Context: an optimization exercise on an open-source flow, tuned for small area. The choices shown serve that exercise and are no tape-out recipe. At most, simulation tests tie the RTL to the original design; equivalence was not proved. Power is estimated from default activity; no workload was simulated.

Design zigbee_rx_back, start of the top module:
module zigbee_rx_back (
  input  logic       clk_i,
  input  logic       resetn_i,
  input  logic [4:0] ibb_i,
  input  logic [4:0] qbb_i,
  input  logic       iq_valid_i,
  input  logic       psel_i,
  input  logic       penable_i,
  input  logic       pwrite_i,
  output logic [7:0] prdata_o,
  output logic       pslverr_o,
  output logic       bit_o,
  output logic       bit_en_o
);
Size: ~1100 cells after synthesis, about 620 flip-flops, about 27 I/O pins, ~0.017 mm^2 of cells after synthesis.
==> flow/config.mk <==
export PLATFORM = sky130hd
export DESIGN_NAME = zigbee_rx_back
export DESIGN_NICKNAME = zigbee_rx_back
export VERILOG_FILES = /design/flow/design.v
export SDC_FILE = /design/flow/constraint.sdc
export NUM_CORES = 4
export LEC_CHECK = 0
export ABC_AREA = 0
export CAP_MARGIN = 0
export CORE_MARGIN = 2
export CORE_UTILIZATION = 80
export CTS_BUF_LIST = sky130_fd_sc_hd__clkbuf_8
export CTS_CLUSTER_DIAMETER = 50
export CTS_CLUSTER_SIZE = 16
export PLACE_DENSITY = 0.88
export SLEW_MARGIN = 0
==> flow/constraint.sdc <==
create_clock -name core_clock -period 10.0 [get_ports {clk_i}]
set_input_delay 2.0000 -clock core_clock [delete_from_list [all_inputs] [get_ports {clk_i}]]
set_output_delay 2.0000 -clock core_clock [all_outputs]
set_load 0.01 [all_outputs]
run.sh (not shown) runs the stock make flow with config.mk's settings and CLKGATE_MAP_FILE= SYNTH_SCRIPT=/design/flow/synth_recipe.tcl, a recipe that flattens the netlist after the stock synthesis.
Rerun with:
CAP_MARGIN = 20   (was 0)
CORE_UTILIZATION = 65   (was 80)
PLACE_DENSITY = 0.75   (was 0.88)
SLEW_MARGIN = 20   (was 0)
=> Clock power is about the same; area after synthesis is unchanged; combinational power fell by roughly a tenth; synthesized cell count is unchanged; cell area is higher slightly; flip-flop and latch count is unchanged; setup slack improves by 0.56 ns; wire length goes down by a quarter to a third; power goes down by a few percent.
Function was not checked in any run of this note: the RTL went through the layout flow alone.

* * *

zigbee_rx_back again, from the RTL that the note above started with.
Settings: LEC_CHECK=0, ABC_AREA=1, CAP_MARGIN=20, CORE_MARGIN=2, CORE_UTILIZATION=40, SLEW_MARGIN=20; clock period 10.0 ns.
standard.sh (not shown) runs the stock make flow with config.mk's settings and CLKGATE_MAP_FILE= SYNTH_SCRIPT=/design/flow/synth_recipe.tcl, a recipe that flattens the netlist after the stock synthesis.
==> flow/flow/run.sh <==
#!/bin/bash
# Layout flow: the standard flow (standard.sh) for every step, with two
# changes in how the layout is made:
#  - synthesis maps the logic with an area-oriented ABC script (abc_area.script
#    here, in place of ORFS's), the rest of synthesis being ORFS's unchanged;
#  - clock tree synthesis leaves out dummy loads and uses clkbuf_8 buffers with
#    small sink clusters.
# Each step's full output goes to a log file in the work folder.
set -euo pipefail
WORK=$(pwd)
cp -r "$FLOW_HOME/scripts" "$WORK/scripts_own"
cp "$WORK/flow/abc_area.script" "$WORK/scripts_own/abc_area.script"
SCRIPTS_DIR="$WORK/scripts_own" bash standard.sh synth > "$WORK/log_synth.txt" 2>&1
export CTS_ARGS="-sink_clustering_enable -repair_clock_nets -dont_use_dummy_load -sink_clustering_size 16 -sink_clustering_max_diameter 50 -buf_list sky130_fd_sc_hd__clkbuf_8"
bash standard.sh finish > "$WORK/log_layout.txt" 2>&1
==> flow/flow/abc_area.script <==
strash
&get -n
&dch
&nf -R 1000
&put
topo
stime -c
Change:
==> flow/flow/run.sh (replaced) <==
#!/bin/bash
# Layout flow: the standard flow (standard.sh) for every step, with these
# changes in how the layout is made:
#  - synthesis maps the logic with an area-oriented ABC script (abc_area.script
#    here, in place of ORFS's) and leaves adders to ABC (no ADDER_MAP_FILE);
#    the rest of synthesis is ORFS's, unchanged, so the registers are the
#    standard synthesis's;
#  - port buffers are sky130_fd_sc_hd__buf_1 (every port still gets one);
#  - clock tree synthesis leaves out dummy loads and uses clkbuf_8 buffers with
#    small sink clusters.
# Each step's full output goes to a log file in the work folder.
set -euo pipefail
WORK=$(pwd)
cp -r "$FLOW_HOME/scripts" "$WORK/scripts_own"
cp "$WORK/flow/abc_area.script" "$WORK/scripts_own/abc_area.script"
SCRIPTS_DIR="$WORK/scripts_own" ADDER_MAP_FILE= bash standard.sh synth > "$WORK/log_synth.txt" 2>&1
export BUFFER_PORTS_ARGS="-buffer_cell sky130_fd_sc_hd__buf_1"
export CTS_ARGS="-sink_clustering_enable -repair_clock_nets -dont_use_dummy_load -sink_clustering_size 16 -sink_clustering_max_diameter 50 -buf_list sky130_fd_sc_hd__clkbuf_8"
bash standard.sh finish > "$WORK/log_layout.txt" 2>&1
==> flow/flow/abc_area.script (replaced) <==
strash
dch
map -a
mfs2 -a
strash
&get -n
&dch
&nf -R 1000
&put
topo
Settings changed: CORE_UTILIZATION 40 to 65, PLACE_DENSITY set to 0.75.
Result: The changed run completed with no timing, DRC or antenna violations; via count goes down by 0.69%; final area goes down by 4.1%; sequential cell count does not change; critical path depth decreases by 3.
No run of this note included a check of the RTL's function; only the layout flow was run.

* * *

zigbee_rx_back, a different RTL version from the one above (not shown whole).
Size in the first run: ~620 flip-flops, ~27 I/O pins, roughly 16000 um^2 of cells after synthesis.
Settings: LEC_CHECK=0, ABC_AREA=1, CAP_MARGIN=20, CORE_MARGIN=2, CORE_UTILIZATION=75, PLACE_DENSITY=0.88, SLEW_MARGIN=20; clock period 10.0 ns.
==> flow/flow/run.sh <==
#!/bin/bash
# Layout flow: the standard flow (standard.sh) for every step, with these
# changes in how the layout is made:
#  - synthesis maps the logic with an area-oriented ABC script (abc_area.script
#    here, in place of ORFS's) and leaves adders to ABC (no ADDER_MAP_FILE);
#    the rest of synthesis is ORFS's, unchanged, so the registers are the
#    standard synthesis's;
#  - port buffers are sky130_fd_sc_hd__buf_1 (every port still gets one);
#  - clock tree synthesis leaves out dummy loads and uses clkbuf_8 buffers with
#    small sink clusters.
# Each step's full output goes to a log file in the work folder.
set -euo pipefail
WORK=$(pwd)
cp -r "$FLOW_HOME/scripts" "$WORK/scripts_own"
cp "$WORK/flow/abc_area.script" "$WORK/scripts_own/abc_area.script"
SCRIPTS_DIR="$WORK/scripts_own" ADDER_MAP_FILE= bash standard.sh synth > "$WORK/log_synth.txt" 2>&1
export BUFFER_PORTS_ARGS="-buffer_cell sky130_fd_sc_hd__buf_1"
export CTS_ARGS="-sink_clustering_enable -repair_clock_nets -dont_use_dummy_load -sink_clustering_size 18 -sink_clustering_max_diameter 30 -buf_list sky130_fd_sc_hd__clkbuf_8"
bash standard.sh finish > "$WORK/log_layout.txt" 2>&1
==> flow/flow/abc_area.script <==
strash
dch
map -a
mfs2 -a
strash
&get -n
&dch
&nf -R 1000
&put
topo
The baseline produced a clean layout.
==> next run, changes <==
--- a/flow/flow/run.sh
+++ b/flow/flow/run.sh
@@ -16,4 +16,4 @@
 SCRIPTS_DIR="$WORK/scripts_own" ADDER_MAP_FILE= bash standard.sh synth > "$WORK/log_synth.txt" 2>&1
 export BUFFER_PORTS_ARGS="-buffer_cell sky130_fd_sc_hd__buf_1"
-export CTS_ARGS="-sink_clustering_enable -repair_clock_nets -dont_use_dummy_load -sink_clustering_size 18 -sink_clustering_max_diameter 30 -buf_list sky130_fd_sc_hd__clkbuf_8"
+export CTS_ARGS="-sink_clustering_enable -repair_clock_nets -dont_use_dummy_load -sink_clustering_size 16 -sink_clustering_max_diameter 50 -buf_list sky130_fd_sc_hd__clkbuf_8"
 bash standard.sh finish > "$WORK/log_layout.txt" 2>&1
- CORE_UTILIZATION: 75 -> 50
- PLACE_DENSITY: 0.88 -> 0.6
What happened: The changed run finished clean. Sequential power hardly moves. Clock-buffer cell count fell by 20. Hold slack is about the same. Power went down by a few percent. Design area fell slightly. Die area grows by well over a third. Setup slack is better by 0.86 ns. Register-to-register slack gains 1.0 ns. Sequential share of layout area went up by 0.49 points. Fmax climbs by about a fifth. Clock skew fell by 0.0079 ns.
==> next run, changes <==
- CORE_UTILIZATION: 50 -> 75
- PLACE_DENSITY: 0.6 -> 0.88
Result: Global-route usage increases by 14 points. Routed wire length rose by 22%. Core utilization came out higher by 26 points. Synthesized cell count does not change. Worst setup slack got worse by 0.91 ns. Sequential share of layout area is higher by 0.94 points. Die area fell by 33%. Clock-buffer cell count came out lower by 3. Critical path depth goes up by 1. Clock skew drops by 0.017 ns.
==> next run, changes <==
--- a/flow/flow/run.sh
+++ b/flow/flow/run.sh
@@ -16,4 +16,4 @@
 SCRIPTS_DIR="$WORK/scripts_own" ADDER_MAP_FILE= bash standard.sh synth > "$WORK/log_synth.txt" 2>&1
 export BUFFER_PORTS_ARGS="-buffer_cell sky130_fd_sc_hd__buf_1"
-export CTS_ARGS="-sink_clustering_enable -repair_clock_nets -dont_use_dummy_load -sink_clustering_size 16 -sink_clustering_max_diameter 50 -buf_list sky130_fd_sc_hd__clkbuf_8"
+export CTS_ARGS="-sink_clustering_enable -repair_clock_nets -dont_use_dummy_load -sink_clustering_size 10 -sink_clustering_max_diameter 30 -buf_list sky130_fd_sc_hd__clkbuf_4"
 bash standard.sh finish > "$WORK/log_layout.txt" 2>&1
- CORE_UTILIZATION: 75 -> 65
- PLACE_DENSITY: 0.88 -> 0.75
=> The changed run produced a clean layout. Count of clock-buffer cells in the layout rises by 39. Wire length falls by 18%. Clock skew came out higher by 0.066 ns. Die area increases by 15%. Setup slack gets better by 1.0 ns. Sequential power stays flat. Core utilization is lower by 10 points. Synthesized cell count is unchanged.

## afterwards: timing with drivers on the ports
In the flow no input, the clock included, has a driving cell. The finished layouts below were timed again as built, in two steps.
Step 1 assumes that a clkbuf_16 drives the clock port and a buf_2 every other input.
Step 2 moves the port delays by t, midway between the first and last clock arrival at a register: inputs arrive t later, outputs are due t later. That takes back most of the time a late clock gives input paths.
Slacks: ideal / step 1 / step 2; pairs: ideal / step 1.
run | t (ns) | setup slack, ns | worst hold slack (ns) | worst slew at a driven data input, ns | cell pins on the clock port's net
the first run of note 1 | 0.627 | 2.883 / 2.903 / 2.276 | 0.322 / 0.322 / 0.322 | 0.05 | 1
the second run of note 1 | 0.604 | 3.444 / 3.466 / 2.862 | 0.325 / 0.325 / 0.325 | 0.03 | 1
the first run of note 2 | 0.611 | 3.734 / 3.762 / 3.151 | 0.281 / 0.281 / 0.281 | 0.03 | 1
the second run of note 2 | 0.589 | 4.044 / 4.065 / 3.476 | 0.265 / 0.265 / 0.265 | 0.03 | 1
the first run of note 3 | 0.609 | 3.389 / 3.410 / 2.801 | 0.274 / 0.274 / 0.274 | 0.06 | 1
the second run of note 3 | 0.603 | 4.251 / 4.275 / 3.673 | 0.273 / 0.273 / 0.273 | 0.03 | 1
the third run of note 3 | 0.601 | 3.337 / 3.360 / 2.758 | 0.312 / 0.312 / 0.312 | 0.05 | 1
the fourth run of note 3 | 0.725 | 4.352 / 4.379 / 3.654 | 0.245 / 0.245 / 0.245 | 0.03 | 1
After both steps setup and hold are still met in every run listed. The setup slack of the fourth run of note 3, which loses most, moves by +0.027 ns with the drivers and by -0.698 ns with both steps.
